This is an optimization exercise on Yosys and OpenROAD, whose aim is small area, a short achievable clock period and few clock cycles, not a production implementation.
RTL that was checked went through simulation tests only; none was proved equivalent to the original.

oak:
==> flow/design.v (excerpt) <==
module TriSolve4x4(
    input              clk,
    input              rst,
    input              start,
    input      [511:0] L_in,
    input      [511:0] U_in,
    input      [127:0] b_in,
    output reg         done,
    output     [127:0] x_out
);
  localparam W = 8;
  reg  [31:0] slot0, slot1, slot2, slot3;
  assign x_out = {slot3, slot2, slot1, slot0};
  reg  [3:0]  sg;        
  reg         busy;
  reg         fix;       
  wire [31:0] mw0  = L_in[(4*1+0)*32 +: 32];
  wire [31:0] mw1  = L_in[(4*2+0)*32 +: 32];
  wire [31:0] mw2  = L_in[(4*3+0)*32 +: 32];
  wire [31:0] mw3  = L_in[(4*2+1)*32 +: 32];
  wire [31:0] mw4  = L_in[(4*3+1)*32 +: 32];
  wire [31:0] mw5  = L_in[(4*3+2)*32 +: 32];
  wire [31:0] mw6  = U_in[(4*2+3)*32 +: 32];
  wire [31:0] mw7  = U_in[(4*1+3)*32 +: 32];
  wire [31:0] mw8  = U_in[(4*1+2)*32 +: 32];
  wire [31:0] mw9  = U_in[(4*0+3)*32 +: 32];
  wire [31:0] mw10 = U_in[(4*0+2)*32 +: 32];
  wire [31:0] mw11 = U_in[(4*0+1)*32 +: 32];
  wire [31:0] dw0 = L_in[(4*0+0)*32 +: 32];
  wire [31:0] dw1 = L_in[(4*1+1)*32 +: 32];
  wire [31:0] dw2 = L_in[(4*2+2)*32 +: 32];
  wire [31:0] dw3 = L_in[(4*3+3)*32 +: 32];
  wire [31:0] dw4 = U_in[(4*3+3)*32 +: 32];
  wire [31:0] dw5 = U_in[(4*2+2)*32 +: 32];
  wire [31:0] dw6 = U_in[(4*1+1)*32 +: 32];
  wire [31:0] dw7 = U_in[(4*0+0)*32 +: 32];
  reg  [3:0]  mp;        
  reg  [3:0]  dp;        
  wire [3:0]  mpn = mp + 4'd1;
  wire [3:0]  dpn = dp + 4'd1;
  reg  [11:0] mnx;
  reg  [7:0]  dnx;
  wire [31:0] opbn = ({32{mnx[0]}} & mw0) | ({32{mnx[1]}} & mw1) | ({32{mnx[2]}} & mw2)
                   | ({32{mnx[3]}} & mw3) | ({32{mnx[4]}} & mw4) | ({32{mnx[5]}} & mw5)
                   | ({32{mnx[6]}} & mw6) | ({32{mnx[7]}} & mw7) | ({32{mnx[8]}} & mw8)
  ...
Size: about 6000 cells after synthesis, roughly 1300 I/O pins, about 42000 um^2 of cells after synthesis.
export LEC_CHECK = 0
export ABC_AREA = 1
export CAP_MARGIN = 20
export CORE_AREA = 3 3 447 447
export CTS_BUF_LIST = sky130_fd_sc_hd__clkbuf_8 sky130_fd_sc_hd__clkbuf_4
export DIE_AREA = 0 0 450 450
export GPL_TIMING_DRIVEN = 0
export PLACE_DENSITY = 0.85
export SLEW_MARGIN = 20
create_clock -name core_clock -period 150.0 [get_ports {clk}]
standard.sh (not shown) runs the stock make flow with config.mk's settings and CLKGATE_MAP_FILE= SYNTH_SCRIPT=/design/flow/synth_recipe.tcl, a recipe that flattens the netlist after the stock synthesis.
==> flow/flow/run.sh <==
#!/bin/bash
# The standard layout (standard.sh: the standard flow's synthesis and ORFS flow), except
# that the port buffers are plain buf_1 cells instead of the default choice.
# Every input and output port still gets its own buffer.
set -euo pipefail
bash standard.sh "BUFFER_PORTS_ARGS=-buffer_cell sky130_fd_sc_hd__buf_1" finish > standard_flow.log 2>&1
oak reached the end of the flow, and the finished layout is clean on the timing, DRC and antenna checks.
Testbench counts of oak, summed over its fixed seeds: cycles 5,520.
Input changes introduced in pine (baseline for comparison: oak):
- GPL_TIMING_DRIVEN no longer set, was 0
--- outcome ---
- pine finished end to end and its layout was clean on timing, DRC and antenna.
- Maximum number of pins on one net before global-route repair was higher in pine than in oak.
- Summary: with oak as the reference, final-layout fill cell count in pine moved down slightly.
- Taking oak as the reference, in pine final critical-path setup slack picked up an extra 0.37 ns, routed via count divided by cell count lost about 1.2%.
Changes in birch relative to pine:
- a deleted PLACE_DENSITY that had been 0.85
==> summary.txt <==
Between pine and birch, the placeable core region figures differ only marginally.
Wire length, birch and pine, lower one = pine.
Taking pine as the reference, in birch cell depth of the worst flop-to-flop path decreased by 2.4% relative to the old numbers; number of buffers created by CTS increased by about 12% relative to the old numbers; final core area utilization closely matched the old numbers.
Between birch and pine, it is birch whose met1 capacity usage during global routing is higher, by 4.8 points.
Total negative setup slack came out exactly the same in birch and pine.
Input changes introduced in maple (baseline for comparison: birch):
- an added PLACE_DENSITY of 0.95
==> comparison <==
Changes observed in maple relative to birch: final cell count flat; period utilization closely matched the old numbers; overall track demand over capacity in global routing shrank by 2.5 points.

== the previous run ==
TriSolve4x4, a different RTL version from the one above (not shown whole).
Size in the first run: about 6100 cells after synthesis, roughly 270 flip-flops, ~1300 I/O pins, roughly 43000 um^2 of cells after synthesis.
clock: 150.0 ns
lec_check: 0
abc_area: 1
cap_margin: 20
core_area: 3 3 447 447
die_area: 0 0 450 450
gpl_timing_driven: 0
slew_margin: 20
Scripts as last shown in full above: flow/flow/run.sh
diff inputs: the previous run => the current run
Settings: GPL_TIMING_DRIVEN no longer set, was 0.
==> comparison <==
The current run finished every step from synthesis to the final layout, and the layout passed the timing, DRC and antenna checks. Re buffering stage count on the worst path with inverters included: no difference whatsoever between the current run and the previous run. The previous run → the current run: share of the clock period used by the worst path went up 0.15 points; routed length per placed instance has decreased; wire length of the first global-routing pass down 10%. As far as I/O pin count goes, the previous run and the current run are indistinguishable; the numbers are identical.
Function was not checked in any run of this note: the RTL went through the layout flow alone.

static timing again, ports no longer ideal:
The results above use ideal ports. As a check the final layouts listed here were re-extracted and re-timed, cells and wires unchanged.
Step 1 assumes that a clkbuf_16 drives the clock port and a buf_2 every other input.
Step 2 adds t to the input delays and takes it off the output delays; t is the mean of the earliest and latest rising clock arrival at the registers after step 1. Input paths then give back, and output paths get back, about the clock's delay inside the block.
a / b / c = no drivers / after step 1 / after step 2; a / b = the first two.
run | t, ns | setup WS [ns] | worst setup path after step 2 | pins driven straight from the clock port
oak | 0.830 | 117.543 / 117.556 / 116.726 | input to register | 1
pine | 0.786 | 117.915 / 117.977 / 117.190 | input to register | 1
birch | 0.766 | 117.435 / 117.474 / 116.708 | input to register | 1
maple | 0.829 | 117.476 / 117.547 / 116.718 | input to register | 1
the previous run | 0.665 | 118.442 / 118.471 / 117.823 | input to register | 1
the current run | 0.663 | 118.211 / 118.256 / 117.593 | input to register | 1
After both steps setup and hold are still met in every run listed. For oak, which loses most, drivers alone change the setup slack by +0.013 ns; drivers and shift together by -0.817 ns.
